This is an optimization exercise on Yosys and OpenROAD, whose aim is small area and a short achievable clock period, not a production implementation.
Only simulation tests tie the RTL to the original design; equivalence was not proved.

==> flow/design.v (excerpt) <==
module tmr_lif_neuron (
    input signed [15:0] V_in1, V_in2, V_in3,
    input signed [15:0] I_in1, I_in2, I_in3,
    input signed [15:0] dt_tau,
    input wire clk, rst,
    output wire signed [15:0] V_out,
    output wire spike
);
For scale: ~1700 cells after synthesis, ~130 I/O pins, about 0.016 mm^2 of cells after synthesis.
==> flow/config.mk <==
export PLATFORM = sky130hd
export DESIGN_NAME = tmr_lif_neuron
export DESIGN_NICKNAME = tmr_lif_neuron
export VERILOG_FILES = /design/flow/design.v
export SDC_FILE = /design/flow/constraint.sdc
export NUM_CORES = 4
export LEC_CHECK = 0
export ABC_AREA = 0
export CAP_MARGIN = 20
export CORE_MARGIN = 2
export CORE_UTILIZATION = 40
export CTS_BUF_LIST = sky130_fd_sc_hd__clkbuf_8
export PLACE_DENSITY = 0.8
export SETUP_SLACK_MARGIN = 5.0
export SLEW_MARGIN = 20
export SYNTH_HIERARCHICAL = 1
==> flow/constraint.sdc <==
create_clock -name core_clock -period 13.0 [get_ports {clk}]
set_input_delay 2.6000 -clock core_clock [delete_from_list [all_inputs] [get_ports {clk}]]
set_output_delay 2.6000 -clock core_clock [all_outputs]
set_load 0.01 [all_outputs]
standard.sh (not shown) runs the stock make flow with config.mk's settings and CLKGATE_MAP_FILE= SYNTH_SCRIPT=/design/flow/synth_recipe.tcl, a recipe that flattens the netlist after the stock synthesis.
==> flow/flow/run.sh <==
#!/bin/bash
set -euo pipefail
bash standard.sh "BUFFER_PORTS_ARGS=-buffer_cell sky130_fd_sc_hd__buf_1" finish > make_finish.log 2>&1
Edit:
--- a/flow/config.mk
+++ b/flow/config.mk
@@ -11,3 +11,2 @@
 export CORE_UTILIZATION = 40
-export CTS_BUF_LIST = sky130_fd_sc_hd__clkbuf_8
 export PLACE_DENSITY = 0.8
Effect: Maximum frequency falls by about 0.9%. Routed wire length stays flat. Final area barely changes. First-iteration DRC count grows by about 6%.
Edit:
--- a/flow/config.mk
+++ b/flow/config.mk
@@ -11,2 +11,4 @@
 export CORE_UTILIZATION = 40
+export CTS_BUF_LIST = sky130_fd_sc_hd__clkbuf_8
+export CTS_CLUSTER_SIZE = 40
 export PLACE_DENSITY = 0.8
Result: Setup slack improves by 70 ps; via count is about the same; cell area stays flat; sequential cell count does not change; register-to-register slack is about the same; die area is unchanged; clock-buffer cell count is unchanged; wire length stays flat.

========
Another version of the RTL of tmr_lif_neuron (not shown whole).
Size: ~1,700 cells after synthesis, ~130 I/O pins, roughly 16,000 um^2 of cells after synthesis.
// tmr_lif_neuron
module tmr_lif_neuron (
    input signed [15:0] V_in1, V_in2, V_in3,
    input signed [15:0] I_in1, I_in2, I_in3,
    input signed [15:0] dt_tau,
    input wire clk, rst,
    output wire signed [15:0] V_out,
    output wire spike
);
export LEC_CHECK = 0
export ABC_AREA = 0
export CAP_MARGIN = 20
export CORE_MARGIN = 2
export CORE_UTILIZATION = 50
export SETUP_SLACK_MARGIN = 5.0
export SLEW_MARGIN = 20
export SYNTH_HIERARCHICAL = 1
create_clock -name core_clock -period 13.0 [get_ports {clk}]
Scripts as last shown in full above: flow/flow/run.sh
==> next run, changes <==
==> flow/run.sh (new file) <==
#!/bin/bash
# synth_recipe.tcl (not shown) runs the flow's synth.tcl, then flattens the netlist and writes it again
# the make line also repeats each setting of config.mk as NAME=value (left out here)
make -C /OpenROAD-flow-scripts/flow DESIGN_CONFIG=/design/flow/config.mk WORK_HOME=/design/flow/orfs CLKGATE_MAP_FILE= SYNTH_SCRIPT=/design/flow/synth_recipe.tcl finish
Settings changed: CORE_UTILIZATION 50 to 40.
removed: flow/flow/run.sh
removed: flow/standard.sh
What happened: The new run produced a clean layout. Die area increases by a quarter to a third. Global-route usage decreases by 3.8 points. Count of clock-buffer cells in the layout decreases by 2. Final area increases by a little under a tenth. Via count increases slightly. Synthesized cell count is unchanged. Hold slack is better by 19 ps. Non-clock buffer count increases by 24.

========
tmr_lif_neuron again, from the RTL that the note above started with.
export LEC_CHECK = 0
export ABC_AREA = 0
export CAP_MARGIN = 20
export CORE_MARGIN = 2
export CORE_UTILIZATION = 40
export SETUP_SLACK_MARGIN = 5.0
export SLEW_MARGIN = 20
export SYNTH_HIERARCHICAL = 1
create_clock -name core_clock -period 13.0 [get_ports {clk}]
==> flow/flow/run.sh <==
#!/bin/bash
set -euo pipefail
bash standard.sh "BUFFER_PORTS_ARGS=-buffer_cell sky130_fd_sc_hd__buf_1" finish > make_finish.log 2>&1
Edit:
==> flow/flow/run.sh (replaced) <==
#!/bin/bash
set -euo pipefail
bash standard.sh "BUFFER_PORTS_ARGS=-buffer_cell sky130_fd_sc_hd__buf_1" SETUP_SLACK_MARGIN=5.5 finish > make_finish.log 2>&1
PLACE_DENSITY = 0.8   (was unset)
Effect:
- synthesized area does not change
- cell area is higher by a few percent
- register-to-register slack hardly moves
- die area stays the same
- via count grows by a few percent
- setup slack is better by 0.26 ns
- cell count climbs slightly
- clock-buffer cell count stays the same
- non-clock buffer count grows by 39
- core utilization rose by 2.6 points
Edit:
==> flow/flow/run.sh (replaced) <==
#!/bin/bash
set -euo pipefail
bash standard.sh "BUFFER_PORTS_ARGS=-buffer_cell sky130_fd_sc_hd__buf_1" SETUP_SLACK_MARGIN=7 finish > make_finish.log 2>&1
PLACE_DENSITY = unset   (was 0.8)
=> The changed run completed with no timing, DRC or antenna violations; via count rose by 0.77%; critical path depth stays the same.

========
the baseline:
tmr_lif_neuron again, from the RTL that the note above started with.
// tmr_lif_neuron
module tmr_lif_neuron (
    input signed [15:0] V_in1, V_in2, V_in3,
    input signed [15:0] I_in1, I_in2, I_in3,
    input signed [15:0] dt_tau,
    input wire clk, rst,
    output wire signed [15:0] V_out,
    output wire spike
);
    wire [16:0] dx = {dt_tau, 1'b0};
    wire [7:0] one, two, neg;
    genvar g;
    generate for (g = 0; g < 8; g = g + 1) begin : enc
        assign one[g] = dx[2*g+1] ^ dx[2*g];
        assign two[g] = (dx[2*g+2] & ~dx[2*g+1] & ~dx[2*g]) | (~dx[2*g+2] & dx[2*g+1] & dx[2*g]);
        assign neg[g] = dx[2*g+2];
    end endgenerate
    reg [2:0] c;
    reg [7:0] x1;
    wire [7:0] x1_d;
    reg [15:0] v1;
    fixed_point_q8_8 l1 (.V_in(V_in1), .I_in(I_in1), .one(one), .two(two), .neg(neg), .X(x1_d));
    wire [15:0] u1;
    add_u au1 (.a(v1), .b({{8{x1[7]}}, x1}), .s(u1));
    wire signed [15:0] r1 = c[0] ? 16'h0000 : u1;
    reg [7:0] x2;
    wire [7:0] x2_d;
    reg [15:0] v2;
    fixed_point_q8_8 l2 (.V_in(V_in2), .I_in(I_in2), .one(one), .two(two), .neg(neg), .X(x2_d));
    wire [15:0] u2;
    add_u au2 (.a(v2), .b({{8{x2[7]}}, x2}), .s(u2));
    wire signed [15:0] r2 = c[1] ? 16'h0000 : u2;
    reg [7:0] x3;
    wire [7:0] x3_d;
    reg [15:0] v3;
    fixed_point_q8_8 l3 (.V_in(V_in3), .I_in(I_in3), .one(one), .two(two), .neg(neg), .X(x3_d));
    wire [15:0] u3;
    add_u au3 (.a(v3), .b({{8{x3[7]}}, x3}), .s(u3));
    wire signed [15:0] r3 = c[2] ? 16'h0000 : u3;
    lif_neuron_q8_8 vote (.a(u1), .b(u2), .c(u3), .ca(c[0]), .cb(c[1]), .cc(c[2]), .m(V_out));
    reg rs;
    assign spike = ~rs & ((c[0] & c[1]) | (c[1] & c[2]) | (c[0] & c[2]));
    always @(posedge clk or posedge rst) begin
        if (rst) begin
            c <= 3'b111;
            rs <= 1'b1;
        end else begin
            c <= {r3 >= 16'sh3200, r2 >= 16'sh3200, r1 >= 16'sh3200};
            rs <= 1'b0;
        end
    end
    always @(posedge clk) begin
  ...
export LEC_CHECK = 0
export ABC_AREA = 0
export CAP_MARGIN = 20
export CORE_MARGIN = 2
export CORE_UTILIZATION = 40
export SETUP_SLACK_MARGIN = 5.0
export SLEW_MARGIN = 20
export SYNTH_HIERARCHICAL = 1
create_clock -name core_clock -period 13.0 [get_ports {clk}]
==> flow/flow/run.sh <==
#!/bin/bash
set -euo pipefail
bash standard.sh "BUFFER_PORTS_ARGS=-buffer_cell sky130_fd_sc_hd__buf_1" SETUP_SLACK_MARGIN=6 finish > make_finish.log 2>&1
Every stage of the flow completed for the baseline, and the final layout passed the timing, design-rule and antenna checks.
Setup changes, the baseline to the candidate
- setting GPL_TIMING_DRIVEN to 1 for the first time
==> flow/flow/run.sh <==
#!/bin/bash
set -euo pipefail
bash standard.sh "BUFFER_PORTS_ARGS=-buffer_cell sky130_fd_sc_hd__buf_1" finish > make_finish.log 2>&1
### Flow results
The candidate: flow completed, timing, DRC and antenna clean. Taking the baseline over the candidate, the global-route wire length before repair ratio works out to 1.08. Diff the baseline and the candidate: final clock period utilization by the worst path lower in the baseline. Overall routed net length (the candidate / the baseline): 0.937. Violation count after the first detailed-routing iteration up about 10% in the candidate wrt the baseline. Cell count: the candidate lower than the baseline. Re worst setup margin: the baseline was higher than the candidate.

-- port drivers added, routing unchanged --
No port has a modelled driver above. Below, the same layouts with a new extraction and two added sets of constraints. Step 1 sets driving cells, clkbuf_16 on the clock port and buf_2 on the other inputs (assumed; they add their load-dependent delay and slew). Step 2 moves the port delays by t, midway between the first and last clock arrival at a register: inputs arrive t later, outputs are due t later. That takes back most of the time a late clock gives input paths. a / b / c = ideal / step 1 / step 2; a / b = the first two.
| run | t, ns | setup slack, ns | worst hold slack (ns) |
|---|---|---|---|
| the first run of note 1 | 0.428 | 5.233 / 5.190 / 4.830 | 0.739 / 0.739 / 0.739 |
| the second run of note 1 | 0.409 | 5.163 / 5.137 / 4.787 | 0.724 / 0.724 / 0.724 |
| the third run of note 1 | 0.428 | 5.233 / 5.190 / 4.830 | 0.739 / 0.739 / 0.739 |
| the first run of note 2 | 0.390 | 5.177 / 5.199 / 4.814 | 0.731 / 0.731 / 0.731 |
| the second run of note 2 | 0.399 | 5.045 / 5.005 / 4.762 | 0.749 / 0.749 / 0.749 |
| the first run of note 3 | 0.424 | 5.147 / 5.102 / 4.884 | 0.744 / 0.744 / 0.744 |
| the second run of note 3 | 0.401 | 5.410 / 5.367 / 5.189 | 0.743 / 0.743 / 0.743 |
| the third run of note 3 | 0.403 | 5.510 / 5.461 / 5.436 | 0.774 / 0.774 / 0.774 |
| the baseline | 0.403 | 5.480 / 5.429 / 5.473 | 0.767 / 0.767 / 0.767 |
| the candidate | 0.424 | 5.147 / 5.102 / 4.884 | 0.744 / 0.744 / 0.744 |
After both steps every run listed still meets setup and hold.
